Context: an optimization exercise on an open-source flow, tuned for small area. The choices shown serve that exercise and are no tape-out recipe. Only simulation tests tie the RTL to the original design; equivalence was not proved. Power is estimated from default activity; no workload was simulated. No driver is modelled on the clock port, so clocking that relies on it looks cheaper here than on a real chip.

### flow/config.mk
export PLATFORM = sky130hd
export DESIGN_NAME = Top
export DESIGN_NICKNAME = Top
export VERILOG_FILES = /design/flow/design.v
export SDC_FILE = /design/flow/constraint.sdc
export NUM_CORES = 4
export LEC_CHECK = 0
export CAP_MARGIN = 20
export CORE_MARGIN = 2
export CORE_UTILIZATION = 65
export CTS_BUF_LIST = sky130_fd_sc_hd__clkbuf_16
export CTS_CLUSTER_DIAMETER = 120
export CTS_CLUSTER_SIZE = 32
export SLEW_MARGIN = 20
export SYNTH_HIERARCHICAL = 1
### flow/constraint.sdc
create_clock -name core_clock -period 6.0 [get_ports {clk}]
set_input_delay 1.2000 -clock core_clock [delete_from_list [all_inputs] [get_ports {clk}]]
set_output_delay 1.2000 -clock core_clock [all_outputs]
set_load 0.01 [all_outputs]
### flow/design.v
`timescale 1ns / 1ns
module counter(
	reset,
	count,
	next
);
input reset;
input [5:0] count;
output [5:0] next;
assign next = reset ? 6'd0 : count + 6'd1;
endmodule
`timescale 1ns / 1ns
module sobel(
	pa,
	na,
	pb,
	nb,
	code
);
input  [9:0] pa, na, pb, nb;
output [7:0] code;
wire [6:0] alo, blo;	 
wire sa, sb;		 
wire wa, wb;		 
diff Da(.p(pa), .n(na), .lo(alo), .sign(sa), .wide(wa));
diff Db(.p(pb), .n(nb), .lo(blo), .sign(sb), .wide(wb));
wire ge, cy;
ripple_carry #(7) Cge(.a(alo), .b(~blo), .ci(1'b1), .co(ge));
ripple_carry #(7) Ccy(.a(alo), .b(blo), .ci(1'b0), .co(cy));
wire a_big = sa ^ ((sa ^ sb) ? cy : ge);
wire s = a_big ? sa : sb;
wire sat = wa | wb;
genvar i;
generate for (i = 0; i < 7; i = i + 1) begin : mag
	code_bit M(.a(alo[i]), .b(blo[i]), .a_big(a_big), .sat(sat), .m(code[i+1]));
end endgenerate
assign code[0] = s | sat;
endmodule
module code_bit(
	a,
	b,
	a_big,
	sat,
	m
);
input a, b, a_big, sat;
output m;
assign m = (a_big ? a : b) & ~sat;
endmodule
module diff(
	p,
	n,
	lo,
	sign,
	wide
);
input [9:0] p, n;
output [6:0] lo;
output sign, wide;
wire c7;
ripple_add #(7) Lo(.a(p[6:0]), .b(~n[6:0]), .ci(1'b1), .s(lo), .co(c7));
wire [3:0] d = {1'b0, p[9:7]} - {1'b0, n[9:7]};
wire lt = d[3];				 
wire le = d[3] | ~|d[2:0];		 
wire m10 = &d | ~|d;			 
wire z1 = ~d[3] & ~|d[2:1];		 
assign sign = c7 ? lt : le;
assign wide = c7 ? ~m10 : ~z1;
endmodule
module fa(
	a,
	b,
	c,
	s,
	co
);
input a, b, c;
output s, co;
assign {co, s} = a + b + c;
endmodule
module ha(
	a,
	b,
	s,
	co
);
input a, b;
output s, co;
assign {co, s} = a + b;
endmodule
module carry(
	a,
	b,
	c,
	co
);
input a, b, c;
output co;
assign co = (a & b) | (a & c) | (b & c);
endmodule
module ripple_add #(parameter N = 8) (
	input [N-1:0] a,
	input [N-1:0] b,
	input ci,
	output [N-1:0] s,
	output co
);
wire [N:0] c;
assign c[0] = ci;
genvar i;
generate for (i = 0; i < N; i = i + 1) begin : add
	fa F(.a(a[i]), .b(b[i]), .c(c[i]), .s(s[i]), .co(c[i+1]));
end endgenerate
assign co = c[N];
endmodule
module ripple_carry #(parameter N = 8) (
	input [N-1:0] a,
	input [N-1:0] b,
	input ci,
	output co
);
wire [N:0] c;
assign c[0] = ci;
genvar i;
generate for (i = 0; i < N; i = i + 1) begin : add
	carry C(.a(a[i]), .b(b[i]), .c(c[i]), .co(c[i+1]));
end endgenerate
assign co = c[N];
endmodule
module sobel_decode(
	code,
	out
);
input [7:0] code;
output [7:0] out;
wire [6:0] m = code[7:1];
wire s = code[0];
wire [6:0] lower;	 
assign lower[0] = 1'b0;
genvar i;
generate for (i = 1; i < 7; i = i + 1) begin : low
	assign lower[i] = lower[i-1] | m[i-1];
end endgenerate
wire sat = s & ~(lower[6] | m[6]);	 
generate for (i = 0; i < 7; i = i + 1) begin : bits
	decode_bit D(.m(m[i]), .flip(s & lower[i]), .sat(sat), .y(out[i+1]));
end endgenerate
assign out[0] = sat;
endmodule
module decode_bit(
	m,
	flip,
	sat,
	y
);
input m, flip, sat;
output y;
assign y = (m ^ flip) | sat;
endmodule
`timescale 1ns / 1ns
module Top(
	clk,
	data_in,
	data_out,
	element,
	outmatrix
);
input clk, data_in, data_out;
input [7:0] element;
output reg [7:0] outmatrix;
reg loading;		 
reg [5:0] Wadr;		 
reg [5:0] Radr;		 
wire [5:0] Wadr_next, Radr_next;
counter countin(
	.reset(!loading),
	.count(Wadr),
	.next(Wadr_next)
);
counter countout(
	.reset(!data_out),
	.count(Radr),
	.next(Radr_next)
);
always @(posedge clk) begin
	loading <= data_in;
	Wadr <= Wadr_next;
	Radr <= Radr_next;
end
reg [71:0] px;
reg [99:0] qs;
wire [7:0] px1 = px[7:0], px8 = px[63:56], px9 = px[71:64];
wire [7:0] s1, c1;	 
wire [8:0] s2;
wire [7:0] c2;		 
wire [9:0] k;		 
wire [9:0] q0;
genvar i, r, b;
generate for (i = 0; i < 8; i = i + 1) begin : csa
	fa F1(.a(px1[i]), .b(px8[i]), .c(px9[i]), .s(s1[i]), .co(c1[i]));
	if (i > 0)
		fa F2(.a(s1[i]), .b(c1[i-1]), .c(element[i]), .s(s2[i]), .co(c2[i]));
	else
		ha H2(.a(s1[0]), .b(element[0]), .s(s2[0]), .co(c2[0]));
end endgenerate
assign s2[8] = c1[7];
assign q0[0] = s2[0];
ha H(.a(s2[1]), .b(c2[0]), .s(q0[1]), .co(k[2]));
generate for (i = 2; i < 9; i = i + 1) begin : add
	fa F(.a(s2[i]), .b(c2[i-1]), .c(k[i]), .s(q0[i]), .co(k[i+1]));
end endgenerate
assign q0[9] = k[9];
always @(posedge clk) begin
	px <= {px[63:0], element};
	qs <= {qs[89:0], q0};
end
wire [7:0] code;
sobel Sobel(
	.pa(qs[89:80]),
	.na(qs[19:10]),
	.pb(qs[9:0]),
	.nb(qs[99:90]),
	.code(code)
);
wire ins = loading & (|Wadr[5:4]) & (|Wadr[2:1]);
wire [2:0] wrow = Wadr[5:3];
reg [287:0] ring;
generate for (r = 0; r < 6; r = r + 1) begin : rows
	wire put = ins & (wrow == r + 2);
	wire keep = ~put;
	wire [7:0] head;
	for (b = 0; b < 8; b = b + 1) begin : hb
		ao22 H(.a1(put), .a2(code[b]), .b1(keep), .b2(ring[48*r+40+b]), .y(head[b]));
	end
	always @(posedge clk)
		ring[48*r +: 48] <= {ring[48*r +: 40], head};
end endgenerate
reg [2:0] ph, burst_ph;
wire [2:0] ph_next = data_in ? 3'd5 : (ph == 3'd5) ? 3'd0 : ph + 3'd1;
always @(posedge clk) begin
	ph <= ph_next;
	if (!data_out)
		burst_ph <= ph_next;
end
wire [2:0] rrow = Radr[5:3];
wire [2:0] rcol = Radr[2:0];
wire inner_col = (rcol != 3'd0) & (rcol != 3'd7);
wire [5:0] sel_pos, sel_row;
generate for (i = 0; i < 6; i = i + 1) begin : dec
	assign sel_pos[i] = burst_ph == i;
	assign sel_row[i] = inner_col & (rrow == i + 1);
end endgenerate
wire [7:0] rd;
generate for (b = 0; b < 8; b = b + 1) begin : rdbit
	wire [5:0] at_row;
	for (r = 0; r < 6; r = r + 1) begin : row
		sel6 Pos(
			.s(sel_pos),
			.d({ring[48*r+40+b], ring[48*r+32+b], ring[48*r+24+b],
			    ring[48*r+16+b], ring[48*r+8+b], ring[48*r+b]}),
			.y(at_row[r])
		);
	end
	sel6 Row(.s(sel_row), .d(at_row), .y(rd[b]));
end endgenerate
wire [7:0] result;
sobel_decode Dec(
	.code(rd),
	.out(result)
);
always @(posedge clk)
	if (data_out)
		outmatrix <= result;
endmodule
module ao22(
	a1,
	a2,
	b1,
	b2,
	y
);
input a1, a2, b1, b2;
output y;
assign y = (a1 & a2) | (b1 & b2);
endmodule
module sel6(
	s,
	d,
	y
);
input [5:0] s, d;
output y;
wire n0, n1;
sel3n Lo(.s(s[2:0]), .d(d[2:0]), .y(n0));
sel3n Hi(.s(s[5:3]), .d(d[5:3]), .y(n1));
assign y = ~(n0 & n1);
endmodule
module sel3n(
	s,
	d,
	y
);
input [2:0] s, d;
output y;
assign y = ~|(s & d);
endmodule
### flow/run.sh
#!/bin/bash
# synth_recipe.tcl (not shown) runs the flow's synth.tcl, then flattens the netlist and writes it again
# the make line also repeats each setting of config.mk as NAME=value (left out here)
make -C /OpenROAD-flow-scripts/flow DESIGN_CONFIG=/design/flow/config.mk WORK_HOME=/design/flow/orfs CLKGATE_MAP_FILE= SYNTH_SCRIPT=/design/flow/synth_recipe.tcl finish
==> flow_metrics.env, run 1 <==
export IMPL_area_growth_pct=8.52
export IMPL_grt_pass1_vias=7981
export IMPL_core_region_area_um2=20900
export IMPL_cp_common_cell="fa_1"
export IMPL_worstSetupEndpointType="flip-flop"
export IMPL_finalSetupViolCount=0
export IMPL_synth_seq_area_share=0.716
export IMPL_p_leak_nw=5.98
export IMPL_grt_pass1_wl_mm=42.6
export IMPL_cap_viol_max_count=0
export IMPL_critPathMaxFanout=7
export IMPL_finClkSkew_ns=0.0271
export IMPL_first_iter_violations=955
export IMPL_worst_pin_slew_ns=1.20
export IMPL_synth_area_top_cells="dfxtp_1, a222oi_1, fa_1"
export IMPL_syn_num_nets=1001
export IMPL_grt_use_total=0.240
export IMPL_ys_ff_latch=487
export IMPL_syn_cell_area_um2=13800
export IMPL_clk_pin_slew_worst_paths_ns=0.11
export IMPL_fill_cells=1354
export IMPL_ys_async_sr_fraction=0
export IMPL_synth_warnings=7
export IMPL_ir_worst_vdd_mv=0.316
export IMPL_avgSynthCellArea_um2=14.6
export IMPL_ff2ff_path_depth=15
export IMPL_synth_edf_count=11
export IMPL_finalHoldViolCount=0
export IMPL_min_period_ns=5.63
export IMPL_h_tree_depth=1
export IMPL_antenna_found_initial=0
export IMPL_startpoint="qs[10]$_DFF_P_"
export IMPL_initial_core_util=0.659
export IMPL_r2r_start="qs[10]$_DFF_P_"
export IMPL_finalCritPeriodShare=0.938
export IMPL_drc=0
export IMPL_io_pins=19
export IMPL_crit_path_start_kind="flip-flop"
export IMPL_worst_ep_arrival_time_ns=6.10
export IMPL_num_rows=53
export IMPL_slowest_delay_ns=0.71
export IMPL_antenna_cells=0
export IMPL_cts_buffers=19
export IMPL_ant_nets=0
export IMPL_vias=7744
export IMPL_port_buffers=18
export IMPL_crit_slowest_cell="a21oi_1"
export IMPL_synth_area_leader_cell="dfxtp_1"
export IMPL_wl_per_cell_um=20.7
export IMPL_overflow=0
export IMPL_nNetsFinal=1050
export IMPL_hold_path_class="reg2reg"
export IMPL_grt_max_degree=49
export IMPL_critPathKind="reg2reg"
export IMPL_viasPerCell=6.10
export IMPL_clock_path_buffers=3
export IMPL_post_cts_resize_count=0
export IMPL_die_area_um2=22400
export IMPL_fin_setup_tns_ns=0
export IMPL_synthCells=942
export IMPL_status="timing/DRC/antenna clean"
export IMPL_synth_top_area_frac=0.692
export IMPL_tritoncts="yes"
export IMPL_rsz0062_at_grt="false"
export IMPL_synth_main_ff_cell="dfxtp_1"
export IMPL_powerDensity_nw_per_um2=449
export IMPL_first_pass_iters=8
export IMPL_worstPathCellList="inv_1, fa_1, fa_1, fa_1, fa_1, fa_1, fa_1, fa_1, maj3_2, inv_1, o21ai_0, a21oi_1, mux2i_1, nor2_1, a22o_1"
export IMPL_dp_hpwl_mm=16.3
export IMPL_post_cts_buffers=0
export IMPL_place_congestion=0.800
export IMPL_die_y_um=150
export IMPL_cts_root_buf="clkbuf_16"
export IMPL_cts_sinks=487
export IMPL_timing_rr_end="ring[198]$_DFF_P_"
export IMPL_slew_headroom=0.195
export IMPL_max_freq_mhz=178
export IMPL_wirelength_mm=26.3
export IMPL_die_width_um=150
export IMPL_synth_cell_types=50
export IMPL_crit_required_ns=6.48
export IMPL_timing_reg2reg_setup_slack_ns=0.37
export IMPL_cp_endpoint="ring[198]$_DFF_P_"
export IMPL_cts_hold_buffers=0
export IMPL_drv_slew=0
export IMPL_drive_above_1_share=0.0714
export IMPL_power_total_mw=6.70
export IMPL_clock_latency_ns=0.54
-- modules after synthesis, one instance, submodules excluded, a selection --
module   area [um2]  cells
sobel          88.8     18
ao22           8.76      1
counter         111     16
ha             12.5      1
sel6           3.75      1
sel3n          10.0      1
-- through the flow --
stage | hold slack [ns] | cell area, um2 | instances | utilization | setup WS [ns]
finish | 0.308 | 14900 | 1269 | 0.715 | 0.375
global route | 0.304 | 14900 | 1269 | 0.715 | 0.0940
CTS | 0.313 | 14900 | 1269 | 0.715 | 0.408
detailed placement | 0.312 | 14400 | 1245 | 0.690 | 0.449
global placement | 0.312 | 14400 | 1245 | 0.690 | 0.612
floorplan | 0.310 | 13800 | 942 | - | 0.980
-- routing by layer --
metal | share of wire | vias to the layer above | track usage
li1 | - | 3570 | -
met1 | 0.42 | 3854 | 0.324
met5 | 0 | - | 0
met4 | 0.018 | 0 | 0.0557
met2 | 0.50 | 277 | 0.418
met3 | 0.063 | 43 | 0.0299
-- critical path: cells and delay by family, from the launching register on --
family / cells / cell delay [ns]
buffers and inverters: 2 / 0.15
AOI/OAI and AO/OA: 3 / 1.05
adders and majority gates: 8 / 3.29
muxes: 1 / 0.18
DFF: 1 / 0.36
and+or+nand+nor: 1 / 0.54
-- registers in the layout, indices dropped and copies added, names as in the netlist --
name / cells
ph: 3
loading: 1
ring: 288
burst_ph: 3
qs: 100
Radr: 6
Wadr: 6
outmatrix: 8
px: 72
-- layout make-up --
cell class | instances | area, um2 | area share
Clock inverter | 5 | 50.0 | 0.00335
Tap cell | 275 | 344 | 0.0230
Sequential cell | 487 | 9860 | 0.660
Clock buffer | 19 | 475 | 0.0318
Multi-Input combinational cell | 418 | 3810 | 0.255
Inverter | 35 | 131 | 0.00879
Timing Repair Buffer | 30 | 270 | 0.0181
-- report_power, final --
part	switching [mW]	internal, mW
sequential	0.149	3.60
clock	0.907	0.592
combinational	0.739	0.719
total	1.79	4.91
-- placed cells by master (no fill, tap or decap), types with 3 or more instances in the layout --
cell type        instances
nor2_1                  20
fa_1                    38
ha_1                    10
a222oi_1               112
nor3_1                   6
dfxtp_1                476
conb_1                   5
inv_1                   38
nor3b_2                  4
mux2i_1                  9
or2_1                    3
clkdlybuf4s50_1         18
buf_4                   12
edfxtp_1                11
xor2_1                   6
nand2b_1                12
maj3_2                  15
xnor2_1                  9
clkbuf_16               19
o21ai_1                  3
nor2b_1                  5
and3b_1                  3
or3b_1                   4
a21oi_1                  4
nand2_1                 63
nor4_2                   4
a22o_1                  48
-- worst min path at each step --
| stage | startpoint | end | slack, ns | cells after the start |
|---|---|---|---|---|
| after floorplan | px[8]$_DFF_P_ | px[16]$_DFF_P_ | 0.31 | 0 |
| after global placement | qs[75]$_DFF_P_ | qs[85]$_DFF_P_ | 0.31 | 0 |
| after detailed placement | px[36]$_DFF_P_ | px[44]$_DFF_P_ | 0.31 | 0 |
| after CTS | px[47]$_DFF_P_ | px[55]$_DFF_P_ | 0.31 | 0 |
| after global routing | qs[79]$_DFF_P_ | qs[89]$_DFF_P_ | 0.30 | 0 |
| final | qs[79]$_DFF_P_ | qs[89]$_DFF_P_ | 0.31 | 0 |
-- Yosys cell counts, types with 3 or more instances --
master      n
dfxtp_1   476
inv_1      35
edfxtp_1   11
nor3b_1     5
maj3_2     15
and3b_1     3
a21oi_1     4
o21ai_1     3
xor2_1      6
nor2_1     20
fa_1       38
nor3_1      7
ha_1       10
nor2b_1     5
or3b_1      4
mux2i_1     9
conb_1      5
a222oi_1  112
nand2b_1   12
nand2_1    63
or2_1       3
nor4_1      3
xnor2_1     9
a22o_1     48
-- cell families after synthesis --
family,after synthesis,share of synthesized area
AOI/OAI and AO/OA,179,0.122
xor gates and xnor gates,15,0.00954
adders and majority gates,63,0.0766
buffers and inverters,37,0.0109
DFF,487,0.716
muxes,9,0.00654
other,5,0.00136
and+or+nand+nor,147,0.0573
==> run 2: changes to the inputs <==
--- a/flow/config.mk
+++ b/flow/config.mk
@@ -7,7 +7,7 @@
 export LEC_CHECK = 0
 export CAP_MARGIN = 20
 export CORE_MARGIN = 2
-export CORE_UTILIZATION = 65
+export CORE_UTILIZATION = 70
 export CTS_BUF_LIST = sky130_fd_sc_hd__clkbuf_16
 export CTS_CLUSTER_DIAMETER = 120
 export CTS_CLUSTER_SIZE = 32
==> run 2 against run 1 <==
  * Area after synthesis unchanged
  * Clock-buffer cell count unchanged
  * Cell count decreased by 0.87%
  * First-iteration DRC count increased by 19%
  * Clock power about the same
  * Highest routed layer unchanged
  * Critical path type unchanged
==> flow_metrics.env, run 2 <==
export IMPL_worstSetupEndpointType="flip-flop"
export IMPL_post_cts_resize_count=0
export IMPL_r2r_start="qs[0]$_DFF_P_"
export IMPL_synth_edf_count=11
export IMPL_finalCritPeriodShare=0.947
export IMPL_critPathMaxFanout=7
export IMPL_antenna_found_initial=0
export IMPL_drv_slew=0
export IMPL_grt_use_total=0.270
export IMPL_largest_reg_flops=288
export IMPL_power_total_mw=6.79
export IMPL_clk_pin_slew_worst_paths_ns=0.11
export IMPL_synth_compound_area_frac=0.122
export IMPL_dp_hpwl_mm=16.7
export IMPL_num_rows=51
export IMPL_synth_main_ff_cell="dfxtp_1"
export IMPL_worstHoldPathCells=0
export IMPL_die_area_um2=20800
export IMPL_yosys_top_cells_count="dfxtp_1, a222oi_1, nand2_1"
export IMPL_yosys_cell_count_top_type="dfxtp_1"
export IMPL_slowest_delay_ns=0.72
export IMPL_dp_slack_ns=0.507
export IMPL_globalRouteMet2Util=0.456
export IMPL_ys_ff_latch=487
export IMPL_ant_nets=0
export IMPL_syn_num_nets=1001
export IMPL_initial_core_util=0.710
export IMPL_port_buffers=18
export IMPL_finClkSkew_ns=0.0280
export IMPL_cts_sinks=487
export IMPL_synth_mux_area_frac=0.00654
export IMPL_synth_top_area_frac=0.692
export IMPL_grt_pass1_vias=8109
export IMPL_synthAdderAreaFrac=0.0766
export IMPL_fin_cells=1258
export IMPL_critPathKind="reg2reg"
export IMPL_multi_input_area_um2=3810
export IMPL_synth_seq_area_share=0.716
export IMPL_grt_pass1_wl_mm=43.4
export IMPL_crit_slowest_cell="a21oi_1"
export IMPL_worst_pin_slew_ns=1.14
export IMPL_slew_headroom=0.233
export IMPL_hold_path_class="reg2reg"
export IMPL_whs_endpoint="qs[56]$_DFF_P_"
export IMPL_regArea_um2=9860
export IMPL_die_y_um=144
export IMPL_reg_top3="ring x288, qs x100, px x72"
export IMPL_cts_hold_buffers=0
export IMPL_vias=7817
export IMPL_rsz0062_at_grt="false"
export IMPL_finalSetupViolCount=0
export IMPL_io_pins=19
export IMPL_grt_max_degree=49
export IMPL_tritoncts="yes"
export IMPL_synth_top_family_by_area="compound AO/OA/AOI/OAI gates"
export IMPL_largest_register="ring"
export IMPL_layout_setup_ws_ns=0.321
export IMPL_worst_ep_arrival_time_ns=6.15
export IMPL_p_leak_nw=5.98
export IMPL_viasPerCell=6.21
export IMPL_first_iter_violations=1135
export IMPL_cts_buffers=19
export IMPL_overflow=0
export IMPL_synth_xor_area_share=0.00954
export IMPL_cap_viol_max_count=0
export IMPL_min_period_ns=5.68
export IMPL_fin_setup_tns_ns=0
export IMPL_final_util=0.769
export IMPL_clock_latency_ns=0.52
export IMPL_nNetsFinal=1051
export IMPL_post_cts_buffers=0
export IMPL_synth_cell_types=50
export IMPL_max_freq_mhz=176
export IMPL_wl_per_cell_um=22.0
export IMPL_avgSynthCellArea_um2=14.6
export IMPL_final_cell_mix="dfxtp_1, a222oi_1, nand2_1, a22o_1, fa_1"
export IMPL_finalHoldViolCount=0
export IMPL_ir_worst_vdd_mv=0.433
export IMPL_crit_path_start_kind="flip-flop"
export IMPL_first_pass_iters=6
export IMPL_area_growth_pct=8.36
export IMPL_cp_common_cell="fa_1"
export IMPL_synth_area_leader_cell="dfxtp_1"
export IMPL_met3_usage=0.0397
export IMPL_synthSimpleGateAreaFrac=0.0573
export IMPL_cts_root_buf="clkbuf_16"
export IMPL_drc=0
export IMPL_core_region_area_um2=19400
export IMPL_synth_area_top_cells="dfxtp_1, a222oi_1, fa_1"
export IMPL_h_tree_depth=1
export IMPL_status="timing/DRC/antenna clean"
export IMPL_place_congestion=0.826
export IMPL_ys_async_sr_fraction=0
export IMPL_post_place_cells=1236
export IMPL_crit_required_ns=6.47
export IMPL_synthCells=942
export IMPL_powerDensity_nw_per_um2=455
export IMPL_worstPathCellList="fa_1, fa_1, fa_1, fa_1, fa_1, fa_1, fa_1, o41ai_1, buf_4, o21ai_0, a21oi_1, mux2i_1, nor2_1, a22o_1"
export IMPL_die_width_um=144
export IMPL_met1_usage=0.363
export IMPL_timing_reg2reg_setup_slack_ns=0.32
export IMPL_antenna_cells=0
export IMPL_top_usage_layer="met2"
export IMPL_drive_above_1_share=0.0705
export IMPL_timing_rr_end="ring[102]$_DFF_P_"
export IMPL_clock_path_buffers=3
export IMPL_hp_start="qs[46]$_DFF_P_"
export IMPL_ff2ff_path_depth=14
export IMPL_fill_cells=1201
export IMPL_synth_warnings=7
export IMPL_final_common_cell="dfxtp_1"
export IMPL_wirelength_mm=27.6
export IMPL_syn_cell_area_um2=13800
[run 2: cell counts after synthesis]
No cell type changed its count.
[run 2: metrics by stage]
step                      instance area [um2]  hold slack [ns]
after floorplan                         13800            0.310
after global placement                  14400            0.313
after detailed placement                14400            0.312
after CTS                               14900            0.316
after global routing                    14900            0.317
final                                   14900            0.314
[run 2: worst max-delay path by stage]
stage | slack [ns] | cells past startpoint | to | start
6_report | 0.32 | 14 | ring[102]$_DFF_P_ | qs[0]$_DFF_P_
5_1_grt | 0.09 | 15 | ring[102]$_DFF_P_ | qs[90]$_DFF_P_
3_5_place_dp | 0.51 | 16 | ring[6]$_DFF_P_ | qs[90]$_DFF_P_
3_3_place_gp | 0.62 | 15 | ring[199]$_DFF_P_ | qs[0]$_DFF_P_
4_1_cts | 0.31 | 14 | ring[102]$_DFF_P_ | qs[0]$_DFF_P_
2_1_floorplan | 0.98 | 13 | ring[100]$_DFF_P_ | qs[0]$_DFF_P_
[run 2: power breakdown]
group          total, mW  internal (mW)  switching [mW]
sequential          3.76           3.60           0.158
clock               1.50          0.588           0.907
combinational       1.54          0.730           0.807
total               6.79           4.92            1.87
[run 2: logic make-up after synthesis]
group | count (synthesis)
other | 5
multiplexers | 9
flip-flops | 487
adder cells (fa/ha/maj) | 63
XOR/XNOR | 15
AND/OR/NAND/NOR | 147
AO/OA/AOI/OAI | 179
buffers and inverters | 37
[run 2: final cells by class]
cell class                 count  area share
clock inverter                 3     0.00252
clock buffer                  19      0.0319
timing repair buffer          31      0.0186
inverter                      35     0.00881
sequential                   487       0.661
tap                          265      0.0222
multi-input combinational    418       0.255
[run 2: Yosys stat by module, one instance, submodules excluded, excerpt]
module / cells / times used / cell area (um2) / flops+latches
diff: 26 / 2 / 165 / 0
sobel: 18 / 1 / 88.8 / 0
ha: 1 / 2 / 12.5 / 0
Top: 533 / 1 / 10200 / 487
code_bit: 2 / 7 / 13.8 / 0
sobel_decode: 11 / 1 / 90.1 / 0
fa: 1 / 36 / 20.0 / 0
carry: 1 / 14 / 11.3 / 0
sel3n: 1 / 112 / 10.0 / 0
decode_bit: 2 / 7 / 15.0 / 0
counter: 16 / 2 / 111 / 0
ao22: 1 / 48 / 8.76 / 0
sel6: 1 / 56 / 3.75 / 0
[run 2: routing by layer]
layer | routed length [um] | vias up
met5 | 0 | -
met4 | 663 | 0
met3 | 1970 | 58
met2 | 13600 | 342
met1 | 11400 | 3851
li1 | - | 3566
[run 2: worst max-delay path: cells and delay by family, from the launching register on]
kind	cells	cell delay, ns
AOI/OAI and AO/OA	4	1.51
muxes	1	0.18
adders and majority gates	7	2.90
and+or+nand+nor	1	0.47
buffers and inverters	1	0.22
DFF	1	0.35
==> run 3: changes to the inputs <==
--- a/flow/design.v
+++ b/flow/design.v
@@ -25,8 +25,8 @@
 diff Da(.p(pa), .n(na), .lo(alo), .sign(sa), .wide(wa));
 diff Db(.p(pb), .n(nb), .lo(blo), .sign(sb), .wide(wb));
 wire ge, cy;
-ripple_carry #(7) Cge(.a(alo), .b(~blo), .ci(1'b1), .co(ge));
-ripple_carry #(7) Ccy(.a(alo), .b(blo), .ci(1'b0), .co(cy));
+ripple_carry #(6) Cge(.a(alo[6:1]), .b(~blo[6:1]), .ci(alo[0] | ~blo[0]), .co(ge));
+ripple_carry #(6) Ccy(.a(alo[6:1]), .b(blo[6:1]), .ci(alo[0] & blo[0]), .co(cy));
 wire a_big = sa ^ ((sa ^ sb) ? cy : ge);
 wire s = a_big ? sa : sb;
 wire sat = wa | wb;
@@ -58,7 +58,8 @@
 output [6:0] lo;
 output sign, wide;
 wire c7;
-ripple_add #(7) Lo(.a(p[6:0]), .b(~n[6:0]), .ci(1'b1), .s(lo), .co(c7));
+assign lo[0] = p[0] ^ n[0];
+ripple_add #(6) Lo(.a(p[6:1]), .b(~n[6:1]), .ci(p[0] | ~n[0]), .s(lo[6:1]), .co(c7));
 wire [3:0] d = {1'b0, p[9:7]} - {1'b0, n[9:7]};
 wire lt = d[3];				 
 wire le = d[3] | ~|d[2:0];		 
--- a/flow/config.mk
+++ b/flow/config.mk
@@ -7,7 +7,7 @@
 export LEC_CHECK = 0
 export CAP_MARGIN = 20
 export CORE_MARGIN = 2
-export CORE_UTILIZATION = 70
+export CORE_UTILIZATION = 78
 export CTS_BUF_LIST = sky130_fd_sc_hd__clkbuf_16
 export CTS_CLUSTER_DIAMETER = 120
 export CTS_CLUSTER_SIZE = 32
==> run 3 against run 2 <==
  * Still clean on timing, DRC and antenna
  * Combinational power is 16% higher
  * First-iteration DRC count is 11% higher
  * Area after synthesis is 0.21% lower
  * Synthesized cell count is 0.11% lower
  * Via count is 5.3% higher
  * Register-to-register slack worse by 0.24 ns
  * Clock skew is 0.0033 ns lower
  * Sequential power hardly changed
  * Worst setup slack worse by 0.24 ns
==> flow_metrics.env, run 3 <==
export IMPL_dp_hpwl_mm=17.9
export IMPL_finalHoldViolCount=0
export IMPL_synthCells=941
export IMPL_max_freq_mhz=169
export IMPL_synth_mux_area_frac=0.00656
export IMPL_crit_path_start_kind="flip-flop"
export IMPL_ys_async_sr_fraction=0
export IMPL_drc=0
export IMPL_worst_ep_arrival_time_ns=6.39
export IMPL_post_cts_buffers=0
export IMPL_worst_pin_slew_ns=1.22
export IMPL_yosys_top_cells_count="dfxtp_1, a222oi_1, nand2_1"
export IMPL_synth_edf_count=11
export IMPL_grt_pass1_vias=8489
export IMPL_largest_reg_flops=288
export IMPL_die_y_um=137
export IMPL_fill_cells=703
export IMPL_fin_setup_tns_ns=0
export IMPL_drive_above_1_share=0.0685
export IMPL_synth_warnings=7
export IMPL_cts_root_buf="clkbuf_16"
export IMPL_met1_usage=0.421
export IMPL_die_width_um=137
export IMPL_avgSynthCellArea_um2=14.6
export IMPL_initial_core_util=0.797
export IMPL_power_total_mw=7.07
export IMPL_fin_cells=1217
export IMPL_vias=8231
export IMPL_finalCritPeriodShare=0.987
export IMPL_top_usage_layer="met2"
export IMPL_area_growth_pct=8.08
export IMPL_overflow=0
export IMPL_viasPerCell=6.76
export IMPL_synth_compound_area_frac=0.122
export IMPL_slew_headroom=0.180
export IMPL_drv_slew=0
export IMPL_io_pins=19
export IMPL_ant_nets=0
export IMPL_switching_share=0.303
export IMPL_grt_pass1_wl_mm=47.0
export IMPL_final_common_cell="dfxtp_1"
export IMPL_first_pass_iters=7
export IMPL_regArea_um2=9860
export IMPL_clock_path_buffers=3
export IMPL_cts_buffers=19
export IMPL_min_period_ns=5.92
export IMPL_finalSetupViolCount=0
export IMPL_antenna_cells=0
export IMPL_met3_usage=0.0544
export IMPL_clock_latency_ns=0.53
export IMPL_h_tree_depth=1
export IMPL_synth_area_leader_cell="dfxtp_1"
export IMPL_grt_use_total=0.331
export IMPL_num_rows=48
export IMPL_wirelength_mm=30.8
export IMPL_finClkSkew_ns=0.0247
export IMPL_worstSetupEndpointType="flip-flop"
export IMPL_powerDensity_nw_per_um2=476
export IMPL_synth_top_family_by_area="compound AO/OA/AOI/OAI gates"
export IMPL_p_comb_frac=0.252
export IMPL_crit_required_ns=6.46
export IMPL_p_switching_mw=2.14
export IMPL_ir_worst_vdd_mv=0.400
export IMPL_port_buffers=18
export IMPL_yosys_cell_count_top_type="dfxtp_1"
export IMPL_p_leak_nw=5.98
export IMPL_antenna_found_initial=0
export IMPL_hold_path_class="reg2reg"
export IMPL_synth_seq_area_share=0.718
export IMPL_wl_per_cell_um=25.3
export IMPL_grt_max_degree=49
export IMPL_synth_cell_types=50
export IMPL_first_iter_violations=1263
export IMPL_synth_xor_area_share=0.00956
export IMPL_synth_area_top_cells="dfxtp_1, a222oi_1, fa_1"
export IMPL_synth_main_ff_cell="dfxtp_1"
export IMPL_pwr_share_seq=0.535
export IMPL_critPathKind="reg2reg"
export IMPL_multi_input_area_um2=3780
export IMPL_syn_cell_area_um2=13700
export IMPL_cts_hold_buffers=0
export IMPL_final_cell_mix="dfxtp_1, a222oi_1, nand2_1, a22o_1, inv_1"
export IMPL_die_area_um2=18700
export IMPL_clk_pin_slew_worst_paths_ns=0.11
export IMPL_cap_viol_max_count=0
export IMPL_nNetsFinal=1049
export IMPL_post_place_cells=1194
export IMPL_status="timing/DRC/antenna clean"
export IMPL_tritoncts="yes"
export IMPL_synthSimpleGateAreaFrac=0.0584
export IMPL_largest_register="ring"
export IMPL_post_cts_resize_count=0
export IMPL_cts_sinks=487
export IMPL_syn_num_nets=1000
export IMPL_reg_top3="ring x288, qs x100, px x72"
export IMPL_globalRouteMet2Util=0.563
export IMPL_critPathMaxFanout=7
export IMPL_synth_top_area_frac=0.694
export IMPL_intPower_mw=4.93
export IMPL_rsz0062_at_grt="false"
export IMPL_core_region_area_um2=17200
export IMPL_synthAdderAreaFrac=0.0740
export IMPL_place_congestion=0.833
export IMPL_clkPwrFrac=0.213
export IMPL_ys_ff_latch=487
## run 3: final cells by class
| type | count | share of cell area |
|---|---|---|
| timing repair buffer | 30 | 0.0182 |
| tap | 225 | 0.0190 |
| inverter | 38 | 0.00961 |
| clock inverter | 4 | 0.00278 |
| multi-input combinational | 414 | 0.254 |
| clock buffer | 19 | 0.0320 |
| sequential | 487 | 0.664 |
## run 3: power by group through the flow
stage / Clock (mW) / Sequential, mW / Combinational [mW]
5_1_grt: 1.61 / 3.80 / 1.87
3_5_place_dp: 0 / 3.83 / 1.53
3_3_place_gp: 0 / 3.80 / 1.39
4_1_cts: 1.50 / 3.78 / 1.72
6_report: 1.51 / 3.78 / 1.78
2_1_floorplan: 0 / 3.76 / 1.15
## run 3: cell families after synthesis
group	count (synthesis)
other cells	1
fa+ha+maj	61
flops	487
compound gates	179
mux	9
xor+xnor	15
simple gates	149
buf+inv	40
## run 3: metal layers
metal	vias to the layer above	part of all wire
met1	4076	0.38
met3	119	0.071
met5	-	0
li1	3586	-
met2	450	0.50
met4	0	0.047
## run 3: path summary, 6_finish.rpt
kind	start	endpoint	slack [ns]	cells after the start
max	qs[80]$_DFF_P_	ring[5]$_DFF_P_	0.08	15
min	qs[62]$_DFF_P_	qs[72]$_DFF_P_	0.33	0
max reg2reg	qs[80]$_DFF_P_	ring[5]$_DFF_P_	0.08	15
min reg2reg	qs[62]$_DFF_P_	qs[72]$_DFF_P_	0.33	0
## run 3: Yosys stat by module (local to each module, per instance), a selection
module,copies in the design,area (um2),flops+latches,cells
ao22,48,8.76,0,1
carry,12,11.3,0,1
ha,2,12.5,0,1
Top,1,10200,487,533
decode_bit,7,15.0,0,2
sobel,1,90.1,0,17
sel6,56,3.75,0,1
code_bit,7,13.8,0,2
sel3n,112,10.0,0,1
diff,2,181,0,28
fa,34,20.0,0,1
sobel_decode,1,90.1,0,11
counter,2,111,0,16
## run 3: stage by stage
stage          setup WS (ns)  cell area, um2   util  hold slack, ns
5_1_grt              0.00229           14800  0.861           0.328
3_5_place_dp           0.538           14300  0.830           0.312
6_report              0.0768           14800  0.861           0.330
3_3_place_gp           0.724           14300  0.830           0.311
2_1_floorplan           1.22           13700      -           0.310
4_1_cts               0.0747           14800  0.860           0.338
## run 3: critical path, stage by stage, from the launching register on
cell and delay (ns):
dfxtp_1 0.33, inv_1 0.08, ha_1 0.15, inv_1 0.05, fa_1 0.38, fa_1 0.42, fa_1 0.46, fa_1 0.45
fa_1 0.41, fa_1 0.43, o41ai_1 0.97, a211oi_1 0.21, a21oi_2 0.56, mux2i_1 0.24, nor2_1 0.46, a22o_1 0.27
==> run 4: changes to the inputs <==
--- a/flow/config.mk
+++ b/flow/config.mk
@@ -7,9 +7,10 @@
 export LEC_CHECK = 0
 export CAP_MARGIN = 20
 export CORE_MARGIN = 2
-export CORE_UTILIZATION = 78
+export CORE_UTILIZATION = 70
 export CTS_BUF_LIST = sky130_fd_sc_hd__clkbuf_16
 export CTS_CLUSTER_DIAMETER = 120
 export CTS_CLUSTER_SIZE = 32
+export PLACE_DENSITY = 0.85
 export SLEW_MARGIN = 20
 export SYNTH_HIERARCHICAL = 1
==> run 4 against run 3 <==
  * Critical path depth did not move
  * Wire length decreased by 11%
  * Final area up 0.41%
  * Still clean on timing, DRC and antenna
  * Flip-flop and latch count is the same
  * Critical endpoint is now ring[151]$_DFF_P_
==> flow_metrics.env, run 4 <==
export IMPL_crit_slowest_cell="a21oi_1"
export IMPL_largest_register="ring"
export IMPL_final_cell_mix="dfxtp_1, a222oi_1, nand2_1, a22o_1, inv_1"
export IMPL_synth_top_area_frac=0.694
export IMPL_die_y_um=144
export IMPL_fill_cells=1131
export IMPL_drt_met1_wl_mm=11.1
export IMPL_antenna_found_initial=0
export IMPL_finalHoldViolCount=0
export IMPL_crit_required_ns=6.47
export IMPL_finalCritPeriodShare=0.919
export IMPL_critPathMaxFanout=7
export IMPL_cap_viol_max_count=0
export IMPL_cts_root_buf="clkbuf_16"
export IMPL_ant_nets=0
export IMPL_slew_headroom=0.248
export IMPL_synth_main_ff_cell="dfxtp_1"
export IMPL_cts_hold_buffers=0
export IMPL_worstSetupEndpointType="flip-flop"
export IMPL_finalSetupViolCount=0
export IMPL_cts_sinks=487
export IMPL_num_rows=51
export IMPL_overflow=0
export IMPL_worst_pin_slew_ns=1.12
export IMPL_wl_per_cell_um=21.7
export IMPL_tritoncts="yes"
export IMPL_yosys_cell_count_top_type="dfxtp_1"
export IMPL_ys_async_sr_fraction=0
export IMPL_synth_area_leader_cell="dfxtp_1"
export IMPL_drc=0
export IMPL_slowest_delay_ns=0.75
export IMPL_viasPerCell=6.20
export IMPL_h_tree_depth=1
export IMPL_cp_common_cell="fa_1"
export IMPL_wirelength_mm=27.3
export IMPL_post_cts_buffers=0
export IMPL_path_delay_family="adder cells"
export IMPL_finClkSkew_ns=0.0273
export IMPL_met2_length_mm=13.8
export IMPL_drive_above_1_share=0.0685
export IMPL_synthCells=941
export IMPL_ys_ff_latch=487
export IMPL_die_area_um2=20800
export IMPL_min_period_ns=5.51
export IMPL_timing_reg2reg_setup_slack_ns=0.49
export IMPL_clk_pin_slew_worst_paths_ns=0.10
export IMPL_dpl_instance_area_um2=14400
export IMPL_synth_warnings=7
export IMPL_clock_latency_ns=0.54
export IMPL_first_pass_iters=8
export IMPL_grt_max_degree=49
export IMPL_antenna_cells=0
export IMPL_place_congestion=0.756
export IMPL_hold_path_class="reg2reg"
export IMPL_io_pins=19
export IMPL_worst_ep_arrival_time_ns=5.98
export IMPL_dp_hpwl_mm=16.8
export IMPL_reg_top3="ring x288, qs x100, px x72"
export IMPL_top_layer="met4"
export IMPL_avgSynthCellArea_um2=14.6
export IMPL_first_iter_violations=961
export IMPL_grt_pass1_vias=8047
export IMPL_p_leak_nw=5.98
export IMPL_largest_reg_flops=288
export IMPL_port_buffers=18
export IMPL_die_width_um=144
export IMPL_synth_cell_types=50
export IMPL_synth_area_top_cells="dfxtp_1, a222oi_1, fa_1"
export IMPL_cts_buffers=19
export IMPL_final_common_cell="dfxtp_1"
export IMPL_post_cts_resize_count=0
export IMPL_status="timing/DRC/antenna clean"
export IMPL_worstPathCellList="inv_1, ha_1, inv_1, fa_1, fa_1, fa_1, fa_1, fa_1, fa_1, o41ai_1, a211oi_1, a21oi_1, mux2i_1, nor2_1, a22o_1"
export IMPL_area_growth_pct=8.52
export IMPL_initial_core_util=0.711
export IMPL_max_freq_mhz=181
export IMPL_path_buf_inv=2
export IMPL_core_region_area_um2=19300
export IMPL_nNetsFinal=1048
export IMPL_synth_edf_count=11
export IMPL_fin_setup_tns_ns=0
export IMPL_yosys_top_cells_count="dfxtp_1, a222oi_1, nand2_1"
export IMPL_syn_num_nets=1000
export IMPL_grt_use_total=0.269
export IMPL_ir_worst_vdd_mv=0.351
export IMPL_synth_seq_area_share=0.718
export IMPL_vias=7790
export IMPL_syn_cell_area_um2=13700
export IMPL_final_area_um2=14900
export IMPL_wl_met3_mm=1.60
export IMPL_drv_slew=0
export IMPL_clock_path_buffers=3
export IMPL_powerDensity_nw_per_um2=456
export IMPL_crit_path_start_kind="flip-flop"
export IMPL_critPathKind="reg2reg"
export IMPL_grt_pass1_wl_mm=43.0
export IMPL_rsz0062_at_grt="false"
[run 4: worst paths after layout]
check / startpoint / to / depth (start not counted)
worst max-delay path: qs[80]$_DFF_P_ / ring[151]$_DFF_P_ / 15
worst max register to register: qs[80]$_DFF_P_ / ring[151]$_DFF_P_ / 15
worst min register to register: px[55]$_DFF_P_ / px[63]$_DFF_P_ / 0
worst min-delay path: px[55]$_DFF_P_ / px[63]$_DFF_P_ / 0
[run 4: area by class of cell]
cell class / count / area [um2] / share of cell area
Clock inverter: 5 / 50.0 / 0.00336
Timing Repair Buffer: 29 / 263 / 0.0176
Clock buffer: 19 / 475 / 0.0319
Inverter: 38 / 143 / 0.00957
Multi-Input combinational cell: 414 / 3790 / 0.254
Sequential cell: 487 / 9860 / 0.661
Tap cell: 265 / 332 / 0.0222
[run 4: power breakdown]
group | switching, mW | internal (mW)
Clock | 0.913 | 0.592
Combinational | 0.826 | 0.717
Sequential | 0.157 | 3.60
Total | 1.90 | 4.91
[run 4: kinds of logic after synthesis]
family	count (synthesis)	share of synthesized area
adder cells (fa/ha/maj)	61	0.0740
multiplexers	9	0.00656
buffers and inverters	40	0.0117
flip-flops	487	0.718
XOR/XNOR	15	0.00956
AND/OR/NAND/NOR	149	0.0584
AO/OA/AOI/OAI	179	0.122
other	1	0.000273
[run 4: metrics by stage]
step | cells | power [mW] | worst slack (ns) | hold slack (ns) | utilization
finish | 1257 | 6.80 | 0.489 | 0.310 | 0.771
global route | 1257 | 7.10 | 0.214 | 0.317 | 0.771
CTS | 1257 | 6.84 | 0.526 | 0.305 | 0.770
detailed placement | 1233 | 5.31 | 0.467 | 0.312 | 0.743
global placement | 1233 | 5.18 | 0.755 | 0.310 | 0.742
floorplan | 941 | 4.91 | 1.22 | 0.310 | -
[run 4: layer usage]
layer / GRT usage / vias to the layer above
met5: 0 / -
met4: 0.0820 / 0
met3: 0.0371 / 58
met2: 0.471 / 299
met1: 0.350 / 3864
li1: - / 3569
[run 4: per-module statistics from Yosys (local to each module, per instance), a selection]
| module | area, um2 | copies in the design | flip-flops and latches |
|---|---|---|---|
| decode_bit | 15.0 | 7 | 0 |
| diff | 181 | 2 | 0 |
| sobel_decode | 90.1 | 1 | 0 |
| fa | 20.0 | 34 | 0 |
| sobel | 90.1 | 1 | 0 |
| sel3n | 10.0 | 112 | 0 |
| ha | 12.5 | 2 | 0 |
| counter | 111 | 2 | 0 |
| ao22 | 8.76 | 48 | 0 |
| carry | 11.3 | 12 | 0 |
==> run 5: changes to the inputs <==
--- a/flow/config.mk
+++ b/flow/config.mk
@@ -11,6 +11,5 @@
 export CTS_BUF_LIST = sky130_fd_sc_hd__clkbuf_16
 export CTS_CLUSTER_DIAMETER = 120
 export CTS_CLUSTER_SIZE = 32
-export PLACE_DENSITY = 0.85
 export SLEW_MARGIN = 20
 export SYNTH_HIERARCHICAL = 1
==> run 5 against run 4 <==
  * Still clean on timing, DRC and antenna
  * Wire length increased by 2.1%
  * Register-to-register slack improved by 0.13 ns
  * Maximum frequency increased by 2.3%
  * Flip-flop and latch count unchanged
  * Highest routed layer unchanged
==> flow_metrics.env, run 5 <==
export IMPL_clock_latency_ns=0.53
export IMPL_antenna_found_initial=0
export IMPL_core_region_area_um2=19300
export IMPL_grt_pass1_wl_mm=44.1
export IMPL_antenna_cells=0
export IMPL_rsz0062_at_grt="false"
export IMPL_critPathMaxFanout=7
export IMPL_cp_common_cell="fa_1"
export IMPL_powerDensity_nw_per_um2=454
export IMPL_synthCells=941
export IMPL_ant_nets=0
export IMPL_port_buffers=18
export IMPL_slew_headroom=0.185
export IMPL_ys_ff_latch=487
export IMPL_final_area_um2=14900
export IMPL_largest_register="ring"
export IMPL_finalCritPeriodShare=0.898
export IMPL_worstHoldPathCells=0
export IMPL_worst_pin_slew_ns=1.22
export IMPL_final_common_cell="dfxtp_1"
export IMPL_synth_main_ff_cell="dfxtp_1"
export IMPL_first_pass_iters=7
export IMPL_fill_cells=1178
export IMPL_synth_area_top_cells="dfxtp_1, a222oi_1, fa_1"
export IMPL_synth_edf_count=11
export IMPL_post_cts_resize_count=0
export IMPL_clock_path_buffers=3
export IMPL_min_period_ns=5.39
export IMPL_fin_setup_tns_ns=0
export IMPL_synth_warnings=7
export IMPL_post_place_cells=1233
export IMPL_cts_sinks=487
export IMPL_post_cts_buffers=0
export IMPL_hp_start="qs[56]$_DFF_P_"
export IMPL_place_congestion=0.764
export IMPL_ff2ff_path_depth=17
export IMPL_nNetsFinal=1048
export IMPL_tritoncts="yes"
export IMPL_regArea_um2=9860
export IMPL_die_y_um=144
export IMPL_cts_hold_buffers=0
export IMPL_final_cell_mix="dfxtp_1, a222oi_1, nand2_1, a22o_1, inv_1"
export IMPL_yosys_top_cells_count="dfxtp_1, a222oi_1, nand2_1"
export IMPL_fin_cells=1256
export IMPL_drc=0
export IMPL_grt_pass1_vias=8187
export IMPL_grt_max_degree=49
export IMPL_worst_ep_arrival_time_ns=5.85
export IMPL_ir_worst_vdd_mv=0.392
export IMPL_critPathKind="reg2reg"
export IMPL_dpl_instance_area_um2=14400
export IMPL_dp_hpwl_mm=17.1
export IMPL_r2r_start="qs[0]$_DFF_P_"
export IMPL_drive_above_1_share=0.0676
export IMPL_cts_buffers=19
export IMPL_finalHoldViolCount=0
export IMPL_slowest_delay_ns=0.71
export IMPL_crit_required_ns=6.47
export IMPL_worstPathCellList="inv_1, ha_1, inv_1, fa_1, fa_1, fa_1, fa_1, fa_1, fa_1, inv_1, maj3_2, nand2_1, o21ai_0, a21oi_1, mux2i_1, nor2_1, a22o_1"
export IMPL_vias=7880
export IMPL_grt_use_total=0.275
export IMPL_avgSynthCellArea_um2=14.6
export IMPL_wirelength_mm=27.8
export IMPL_die_width_um=144
export IMPL_synth_seq_area_share=0.718
export IMPL_initial_core_util=0.711
export IMPL_crit_path_start_kind="flip-flop"
export IMPL_timing_rr_end="ring[102]$_DFF_P_"
export IMPL_crit_slowest_cell="a21oi_1"
export IMPL_drv_slew=0
export IMPL_wl_per_cell_um=22.2
export IMPL_reg_top3="ring x288, qs x100, px x72"
export IMPL_finClkSkew_ns=0.0383
export IMPL_final_util=0.771
export IMPL_synth_top_area_frac=0.694
export IMPL_cts_root_buf="clkbuf_16"
export IMPL_overflow=0
export IMPL_io_pins=19
export IMPL_synth_cell_types=50
export IMPL_die_area_um2=20800
export IMPL_multi_input_area_um2=3790
export IMPL_first_iter_violations=1032
export IMPL_syn_cell_area_um2=13700
export IMPL_area_growth_pct=8.46
export IMPL_num_rows=51
export IMPL_worstSetupEndpointType="flip-flop"
export IMPL_power_total_mw=6.77
export IMPL_syn_num_nets=1000
export IMPL_timing_reg2reg_setup_slack_ns=0.61
export IMPL_ys_async_sr_fraction=0
export IMPL_p_leak_nw=5.97
export IMPL_h_tree_depth=1
export IMPL_whs_endpoint="qs[66]$_DFF_P_"
export IMPL_synth_area_leader_cell="dfxtp_1"
export IMPL_largest_reg_flops=288
export IMPL_status="timing/DRC/antenna clean"
export IMPL_viasPerCell=6.27
export IMPL_yosys_cell_count_top_type="dfxtp_1"
export IMPL_clk_pin_slew_worst_paths_ns=0.11
export IMPL_max_freq_mhz=186
export IMPL_hold_path_class="reg2reg"
export IMPL_finalSetupViolCount=0
export IMPL_cap_viol_max_count=0
-- run 5: cell counts after synthesis --
Identical to the previous run, type by type.
-- run 5: worst max-delay path by stage --
| stage | startpoint | to | cells after the start |
|---|---|---|---|
| final | qs[0]$_DFF_P_ | ring[102]$_DFF_P_ | 17 |
| after global routing | qs[0]$_DFF_P_ | ring[6]$_DFF_P_ | 17 |
| after CTS | qs[0]$_DFF_P_ | ring[102]$_DFF_P_ | 17 |
| after detailed placement | element[1] | qs[8]$_DFF_P_ | 10 |
| after global placement | element[1] | qs[8]$_DFF_P_ | 10 |
| after floorplan | qs[0]$_DFF_P_ | ring[100]$_DFF_P_ | 15 |
-- run 5: logic make-up after synthesis --
logic type / Yosys count / synth area share
xor+xnor: 15 / 0.00956
simple gates: 149 / 0.0584
other cells: 1 / 0.000273
flops: 487 / 0.718
fa+ha+maj: 61 / 0.0740
compound gates: 179 / 0.122
mux: 9 / 0.00656
buf+inv: 40 / 0.0117
-- run 5: Yosys stat by module, one instance, submodules excluded, a selection --
module / cells inside / area, um2 / flops+latches
sel6: 1 / 3.75 / 0
fa: 1 / 20.0 / 0
sobel_decode: 11 / 90.1 / 0
diff: 28 / 181 / 0
Top: 533 / 10200 / 487
ao22: 1 / 8.76 / 0
code_bit: 2 / 13.8 / 0
sel3n: 1 / 10.0 / 0
ha: 1 / 12.5 / 0
carry: 1 / 11.3 / 0
counter: 16 / 111 / 0
sobel: 17 / 90.1 / 0
decode_bit: 2 / 15.0 / 0
-- run 5: final cells by class --
cell class,count,share of cell area
repair buffers,29,0.0176
clock inverters,4,0.00277
inverters,38,0.00957
clock buffers,19,0.0319
multi-input cells,414,0.254
well taps,265,0.0223
flip-flops and latches,487,0.662
-- run 5: power breakdown --
group / switching, mW / internal, mW
Combinational: 0.796 / 0.713
Clock: 0.910 / 0.589
Sequential: 0.160 / 3.60
Total: 1.87 / 4.90
-- run 5: worst max-delay path: cells and delay by family, from the launching register on --
kind / cells / cell delay, ns
compound gates: 3 / 1.05
simple gates: 2 / 0.57
mux: 1 / 0.17
flops: 1 / 0.33
buf+inv: 3 / 0.17
fa+ha+maj: 8 / 3.03
-- run 5: per-layer routing --
metal	up-vias	wire (um)	GRT usage
li1	3581	-	-
met3	50	2090	0.0391
met1	3884	11000	0.359
met5	-	0	0
met4	0	537	0.0743
met2	365	14200	0.483
-- run 5: stage by stage --
step                      setup slack (ns)  hold WS [ns]
after floorplan                       1.22         0.310
after global placement               0.714         0.311
after detailed placement             0.606         0.312
after CTS                            0.664         0.321
after global routing                 0.437         0.324
final                                0.615         0.325
==> run 6: changes to the inputs <==
==> flow/flow/run.sh (new file) <==
#!/bin/bash
# The standard layout, with the port buffers that global placement inserts
# made from the smallest buffer cell instead of the default delay buffer.
# Every input and output port still gets its own buffer.
set -euo pipefail
export BUFFER_PORTS_ARGS="-buffer_cell sky130_fd_sc_hd__buf_1"
bash standard.sh > standard.log 2>&1
==> flow/standard.sh (new file) <==
#!/bin/bash
# synth_recipe.tcl (not shown) runs the flow's synth.tcl, then flattens the netlist and writes it again
# the make line also repeats each setting of config.mk as NAME=value (left out here)
make -C /OpenROAD-flow-scripts/flow DESIGN_CONFIG=/design/flow/config.mk WORK_HOME=/design/flow/orfs CLKGATE_MAP_FILE= SYNTH_SCRIPT=/design/flow/synth_recipe.tcl "${@:-finish}"
removed: flow/run.sh
==> run 6 against run 5 <==
  * Still clean
  * Synthesized cell count stayed put
  * Total power grew 0.68%
  * Combinational power rose by 3%
  * Wire length up 4.7%
  * Critical endpoint is now ring[55]$_DFF_P_
  * Largest cell class unchanged
==> flow_metrics.env, run 6 <==
export IMPL_synth_main_ff_cell="dfxtp_1"
export IMPL_clock_path_buffers=3
export IMPL_crit_slowest_cell="o41ai_1"
export IMPL_max_freq_mhz=186
export IMPL_min_period_ns=5.38
export IMPL_synth_top_family_by_area="compound AO/OA/AOI/OAI gates"
export IMPL_die_area_um2=20800
export IMPL_worst_ep_arrival_time_ns=5.85
export IMPL_synthSimpleGateAreaFrac=0.0584
export IMPL_status="timing/DRC/antenna clean"
export IMPL_die_y_um=144
export IMPL_worst_pin_slew_ns=1.22
export IMPL_finalHoldViolCount=0
export IMPL_synthAdderAreaFrac=0.0740
export IMPL_synth_cell_types=50
export IMPL_slew_headroom=0.183
export IMPL_timing_reg2reg_setup_slack_ns=0.62
export IMPL_clk_pin_slew_worst_paths_ns=0.11
export IMPL_drive_above_1_share=0.0718
export IMPL_overflow=0
export IMPL_finalSetupViolCount=0
export IMPL_initial_core_util=0.711
export IMPL_tritoncts="yes"
export IMPL_wirelength_mm=29.2
export IMPL_timing_rr_end="ring[55]$_DFF_P_"
export IMPL_met1_usage=0.372
export IMPL_worstHoldPathCells=0
export IMPL_post_cts_buffers=0
export IMPL_crit_path_start_kind="flip-flop"
export IMPL_synth_warnings=7
export IMPL_vias=7940
export IMPL_finalCritPeriodShare=0.897
export IMPL_synth_mux_area_frac=0.00656
export IMPL_grt_use_total=0.286
export IMPL_critPathKind="reg2reg"
export IMPL_nNetsFinal=1047
export IMPL_num_rows=51
export IMPL_top_usage_layer="met2"
export IMPL_die_width_um=144
export IMPL_cp_common_cell="fa_1"
export IMPL_io_pins=19
export IMPL_grt_pass1_wl_mm=45.2
export IMPL_cp_endpoint="ring[55]$_DFF_P_"
export IMPL_ys_async_sr_fraction=0
export IMPL_critPathMaxFanout=7
export IMPL_cts_buffers=19
export IMPL_place_congestion=0.799
export IMPL_core_region_area_um2=19300
export IMPL_wl_per_cell_um=23.2
export IMPL_hold_path_class="reg2reg"
export IMPL_largest_register="ring"
export IMPL_ff2ff_path_depth=15
export IMPL_fin_setup_tns_ns=0
export IMPL_r2r_start="qs[0]$_DFF_P_"
export IMPL_grt_pass1_vias=8283
export IMPL_final_cell_mix="dfxtp_1, a222oi_1, nand2_1, a22o_1, inv_1"
export IMPL_final_common_cell="dfxtp_1"
export IMPL_port_buffers=18
export IMPL_drc=0
export IMPL_yosys_top_cells_count="dfxtp_1, a222oi_1, nand2_1"
export IMPL_crit_required_ns=6.47
export IMPL_rsz0062_at_grt="false"
export IMPL_area_growth_pct=7.60
export IMPL_cts_hold_buffers=0
export IMPL_powerDensity_nw_per_um2=461
export IMPL_syn_cell_area_um2=13700
export IMPL_viasPerCell=6.33
export IMPL_dp_hpwl_mm=17.2
export IMPL_startpoint="qs[0]$_DFF_P_"
export IMPL_antenna_cells=0
export IMPL_worstPathCellList="inv_1, ha_1, inv_1, fa_1, fa_1, fa_1, fa_1, fa_1, fa_1, o41ai_1, o21ai_0, a21oi_2, mux2i_1, nor2_1, a22o_1"
export IMPL_worstSetupEndpointType="flip-flop"
export IMPL_yosys_cell_count_top_type="dfxtp_1"
export IMPL_p_leak_nw=5.92
export IMPL_cts_root_buf="clkbuf_16"
export IMPL_final_util=0.765
export IMPL_reg_top3="ring x288, qs x100, px x72"
export IMPL_drv_slew=0
export IMPL_synth_compound_area_frac=0.122
export IMPL_avgSynthCellArea_um2=14.6
export IMPL_ys_ff_latch=487
export IMPL_first_pass_iters=9
export IMPL_syn_num_nets=1000
export IMPL_globalRouteMet2Util=0.478
export IMPL_cap_viol_max_count=0
export IMPL_largest_reg_flops=288
export IMPL_h_tree_depth=1
export IMPL_first_iter_violations=1154
export IMPL_synth_xor_area_share=0.00956
export IMPL_cts_sinks=487
export IMPL_antenna_found_initial=0
export IMPL_met3_usage=0.0507
export IMPL_synth_edf_count=11
export IMPL_hp_start="qs[36]$_DFF_P_"
export IMPL_synth_top_area_frac=0.694
export IMPL_synth_area_top_cells="dfxtp_1, a222oi_1, fa_1"
export IMPL_slowest_delay_ns=0.72
export IMPL_ant_nets=0
export IMPL_finClkSkew_ns=0.0359
export IMPL_synth_area_leader_cell="dfxtp_1"
export IMPL_clock_latency_ns=0.53
export IMPL_grt_max_degree=49
export IMPL_synth_seq_area_share=0.718
export IMPL_synthCells=941
export IMPL_ir_worst_vdd_mv=0.317
-- run 6: changes by cell type in the layout (fill, tap and decap cells not counted), sizes merged --
cell,previous run,this run
buf,11,28
clkdlybuf4s50,18,0
inv,41,40
-- run 6: critical path, delay by kind of cell (launching register included) --
| kind | cells | cell delay [ns] |
|---|---|---|
| buffers and inverters | 2 | 0.12 |
| AO/OA/AOI/OAI | 4 | 1.80 |
| flip-flops | 1 | 0.33 |
| multiplexers | 1 | 0.16 |
| adder cells (fa/ha/maj) | 7 | 2.51 |
| AND/OR/NAND/NOR | 1 | 0.40 |
-- run 6: Yosys stat by module, one instance, submodules excluded, a selection --
module        cell area (um2)  cells
ha                       12.5      1
sobel_decode             90.1     11
decode_bit               15.0      2
Top                     10200    533
counter                   111     16
code_bit                 13.8      2
sel3n                    10.0      1
diff                      181     28
fa                       20.0      1
sel6                     3.75      1
sobel                    90.1     17
carry                    11.3      1
ao22                     8.76      1
-- run 6: per-stage QoR --
step	setup slack, ns	cells	total power, mW	area [um2]	hold slack [ns]
4_1_cts	0.362	1254	6.83	14800	0.306
3_3_place_gp	0.550	1232	5.25	14300	0.311
3_5_place_dp	0.419	1232	5.34	14300	0.312
2_1_floorplan	1.22	941	4.91	13700	0.310
5_1_grt	0.336	1254	7.11	14800	0.315
6_report	0.618	1254	6.81	14800	0.308
-- run 6: cells by family (layout without fill, tap and decap cells) --
family	count (synthesis)	in the layout
other	1	1
AND/OR/NAND/NOR	149	149
flip-flops	487	487
adder cells (fa/ha/maj)	61	61
AO/OA/AOI/OAI	179	179
XOR/XNOR	15	15
buffers and inverters	40	88
multiplexers	9	9
-- run 6: timing repair --
item / 4_1_cts / 5_1_grt
resized for setup: 0 / 1
endpoints found under the setup margin: 0 / 1
endpoints found under the hold margin: 0 / 0
-- run 6: where the power goes --
group	internal, mW	total, mW	switching [mW]	leakage (nW)
Combinational	0.705	1.55	0.841	1.65
Sequential	3.60	3.76	0.164	4.01
Clock	0.588	1.50	0.915	0.256
-- run 6: worst min-delay path by stage --
| stage | to | slack, ns |
|---|---|---|
| detailed placement | px[27]$_DFF_P_ | 0.31 |
| floorplan | px[16]$_DFF_P_ | 0.31 |
| global placement | qs[62]$_DFF_P_ | 0.31 |
| finish | qs[46]$_DFF_P_ | 0.31 |
| global route | qs[66]$_DFF_P_ | 0.31 |
| CTS | qs[46]$_DFF_P_ | 0.31 |
-- run 6: area by class of cell --
type	instances	area, um2
Fill cell	1153	4550
Inverter	38	143
Tap cell	265	332
Multi-Input combinational cell	414	3790
Sequential cell	487	9860
Clock buffer	19	475
Clock inverter	3	37.5
Timing Repair Buffer	28	143
-- run 6: routing by layer --
layer	wire, um	vias to the layer above
li1	-	3575
met1	11600	3937
met2	14000	353
met3	2410	75
met4	1130	0
met5	0	-
==> run 7: changes to the inputs <==
==> flow/flow/run.sh (replaced) <==
#!/bin/bash
# The standard layout with three changes that only pick smaller cells:
# - the port buffers that global placement inserts are the smallest buffer
#   cell instead of the default delay buffer (every input and output port
#   still gets its own buffer);
# - the clock tree's root and inner buffers are clkbuf_8 (its leaf buffers
#   stay clkbuf_16, as config.mk's CTS_BUF_LIST gives);
# - clock tree synthesis adds no dummy loads;
# - after global routing, gates off the critical paths are sized down
#   (ORFS's power recovery, RECOVER_POWER).
set -euo pipefail
export BUFFER_PORTS_ARGS="-buffer_cell sky130_fd_sc_hd__buf_1"
export CTS_ARGS="-sink_clustering_enable -repair_clock_nets -sink_clustering_size 32 -sink_clustering_max_diameter 120 -buf_list sky130_fd_sc_hd__clkbuf_16 -root_buf sky130_fd_sc_hd__clkbuf_8 -tree_buf sky130_fd_sc_hd__clkbuf_8 -dont_use_dummy_load"
export RECOVER_POWER=100
bash standard.sh > standard.log 2>&1
==> run 7 against run 6 <==
  * Now fails the layout checks on capacitance limit, slew limit
  * Sequential share of layout area grew 0.45 points
  * Total power fell by 1.4%
  * Hold slack got worse by 0.033 ns
  * Clock power fell by 6%
  * Wire length down 1.8%
  * Non-clock buffer count unchanged
  * Synthesized cell count did not move
  * Clock-buffer cell count unchanged
  * Final area fell by 0.67%
  * Global-route usage shrank 0.28 points
  * Maximum frequency barely moved
  * Critical path type unchanged
  * Largest cell class unchanged
==> flow_metrics.env, run 7 <==
export IMPL_status="finished with violations"
export IMPL_so_violations="capacitance limit, slew limit"
export IMPL_ir_worst_vdd_mv=0.372
export IMPL_yosys_top_cells_count="dfxtp_1, a222oi_1, nand2_1"
export IMPL_die_width_um=144
export IMPL_largest_reg_flops=288
export IMPL_fin_cells=1251
export IMPL_worst_pin_slew_ns=2.73
export IMPL_slowest_delay_ns=0.70
export IMPL_place_congestion=0.799
export IMPL_post_cts_buffers=0
export IMPL_synth_main_ff_cell="dfxtp_1"
export IMPL_overflow=0
export IMPL_synth_edf_count=11
export IMPL_first_iter_violations=1124
export IMPL_num_rows=51
export IMPL_initial_core_util=0.711
export IMPL_synth_seq_area_share=0.718
export IMPL_cts_hold_buffers=0
export IMPL_cts_root_buf="clkbuf_8"
export IMPL_path_buf_inv=2
export IMPL_crit_slowest_cell="o41ai_1"
export IMPL_final_common_cell="dfxtp_1"
export IMPL_wirelength_mm=28.6
export IMPL_worst_ep_arrival_time_ns=5.92
export IMPL_area_growth_pct=6.88
export IMPL_cts_buffers=19
export IMPL_reg_top3="ring x288, qs x100, px x72"
export IMPL_rsz0062_at_grt="false"
export IMPL_slew_headroom=-0.822
export IMPL_clock_path_buffers=3
export IMPL_pwr_share_seq=0.559
export IMPL_cap_viol_max_count=1
export IMPL_p_switching_mw=1.89
export IMPL_h_tree_depth=1
export IMPL_clock_latency_ns=0.60
export IMPL_final_area_um2=14700
export IMPL_viasPerCell=6.32
export IMPL_finClkSkew_ns=0.0733
export IMPL_critPathMaxFanout=7
export IMPL_avgSynthCellArea_um2=14.6
export IMPL_cp_common_cell="fa_1"
export IMPL_ys_ff_latch=487
export IMPL_crit_required_ns=6.53
export IMPL_finalSetupViolCount=0
export IMPL_p_leak_nw=5.88
export IMPL_post_cts_resize_count=0
export IMPL_final_util=0.760
export IMPL_port_buffers=18
export IMPL_syn_num_nets=1000
export IMPL_intPower_mw=4.83
export IMPL_grt_pass1_wl_mm=44.7
export IMPL_drv_slew=49
export IMPL_cts_sinks=487
export IMPL_synth_area_top_cells="dfxtp_1, a222oi_1, fa_1"
export IMPL_synth_cell_types=50
export IMPL_fin_setup_tns_ns=0
export IMPL_crit_path_start_kind="flip-flop"
export IMPL_dpl_instance_area_um2=14300
export IMPL_synth_warnings=7
export IMPL_antenna_cells=0
export IMPL_ys_async_sr_fraction=0
export IMPL_synth_area_leader_cell="dfxtp_1"
export IMPL_antenna_found_initial=0
export IMPL_grt_max_degree=49
export IMPL_powerDensity_nw_per_um2=457
export IMPL_first_pass_iters=7
export IMPL_max_freq_mhz=186
export IMPL_largest_register="ring"
export IMPL_post_place_cells=1232
export IMPL_p_comb_frac=0.231
## run 7: routing by layer
| layer | GRT usage | vias up | share of wire |
|---|---|---|---|
| li1 | - | 3559 | - |
| met4 | 0.133 | 0 | 0.041 |
| met3 | 0.0474 | 79 | 0.082 |
| met1 | 0.360 | 3895 | 0.39 |
| met5 | 0 | - | 0 |
| met2 | 0.476 | 370 | 0.48 |
## run 7: cells by family after synthesis
family | synth area share
multiplexers | 0.00656
AND/OR/NAND/NOR | 0.0584
flip-flops | 0.718
other | 0.000273
buffers and inverters | 0.0117
adder cells (fa/ha/maj) | 0.0740
XOR/XNOR | 0.00956
AO/OA/AOI/OAI | 0.122
## run 7: path summary, 6_finish.rpt
| check | startpoint | end | depth (start not counted) |
|---|---|---|---|
| worst max-delay path | qs[0]$_DFF_P_ | ring[53]$_DFF_P_ | 15 |
| worst min-delay path | qs[36]$_DFF_P_ | qs[46]$_DFF_P_ | 0 |
| worst max register to register | qs[0]$_DFF_P_ | ring[53]$_DFF_P_ | 15 |
| worst min register to register | qs[36]$_DFF_P_ | qs[46]$_DFF_P_ | 0 |
## run 7: layout make-up
| type | count | area (um2) |
|---|---|---|
| clock buffers | 19 | 442 |
| fillers | 1180 | 4650 |
| inverters | 38 | 143 |
| multi-input cells | 414 | 3770 |
| flip-flops and latches | 487 | 9860 |
| well taps | 265 | 332 |
| repair buffers | 28 | 139 |
## run 7: modules after synthesis, one instance, submodules excluded, a selection
module | cells inside | area [um2] | copies in the design | flip-flops and latches
Top | 533 | 10200 | 1 | 487
ao22 | 1 | 8.76 | 48 | 0
carry | 1 | 11.3 | 12 | 0
code_bit | 2 | 13.8 | 7 | 0
counter | 16 | 111 | 2 | 0
decode_bit | 2 | 15.0 | 7 | 0
diff | 28 | 181 | 2 | 0
fa | 1 | 20.0 | 34 | 0
ha | 1 | 12.5 | 2 | 0
sel3n | 1 | 10.0 | 112 | 0
sel6 | 1 | 3.75 | 56 | 0
sobel | 17 | 90.1 | 1 | 0
sobel_decode | 11 | 90.1 | 1 | 0
## run 7: power by group through the flow
stage | clock [mW] | sequential, mW | combinational (mW)
6_report | 1.41 | 3.76 | 1.55
5_1_grt | 1.53 | 3.79 | 1.68
4_1_cts | 1.43 | 3.76 | 1.55
3_5_place_dp | 0 | 3.83 | 1.51
3_3_place_gp | 0 | 3.80 | 1.45
2_1_floorplan | 0 | 3.76 | 1.15
## run 7: through the flow
step	hold slack [ns]	setup slack [ns]	total power, mW
after CTS	0.279	0.336	6.74
after global placement	0.311	0.550	5.25
final	0.275	0.616	6.72
after floorplan	0.310	1.22	4.91
after detailed placement	0.312	0.419	5.34
after global routing	0.278	0.313	7.00
## run 7: worst reg2reg max path: stages, from the launching register on
cell and delay [ns]:
dfxtp_1 0.33, inv_1 0.06, ha_1 0.15, inv_1 0.05
fa_1 0.37, fa_1 0.40, fa_1 0.40, fa_1 0.41
fa_1 0.40, fa_1 0.39, o41ai_1 0.70, o21ai_0 0.28
a21oi_2 0.59, mux2i_1 0.16, nor2_1 0.39, a22o_1 0.24

[what the ideal ports hide]
The results above use ideal ports. As a check the final layouts listed here were re-extracted and re-timed, cells and wires unchanged. Step 1, drivers: a clkbuf_16 drives clk and a buf_2 each remaining input, both assumed. Step 2 also shifts input and output timing later by t, the mid clock arrival at the registers, as if the neighbouring blocks saw the same clock. a / b / c = no drivers / after step 1 / after step 2; a / b = the first two.
run	t (ns)	setup slack, ns
run 1	0.571	0.375 / 0.375 / 0.375
run 2	0.555	0.321 / 0.321 / 0.321
run 3	0.563	0.077 / 0.077 / 0.077
run 4	0.571	0.489 / 0.489 / 0.489
run 5	0.558	0.615 / 0.615 / 0.442
run 6	0.564	0.618 / 0.618 / 0.618
run 7	0.609	0.616 / 0.616 / 0.616
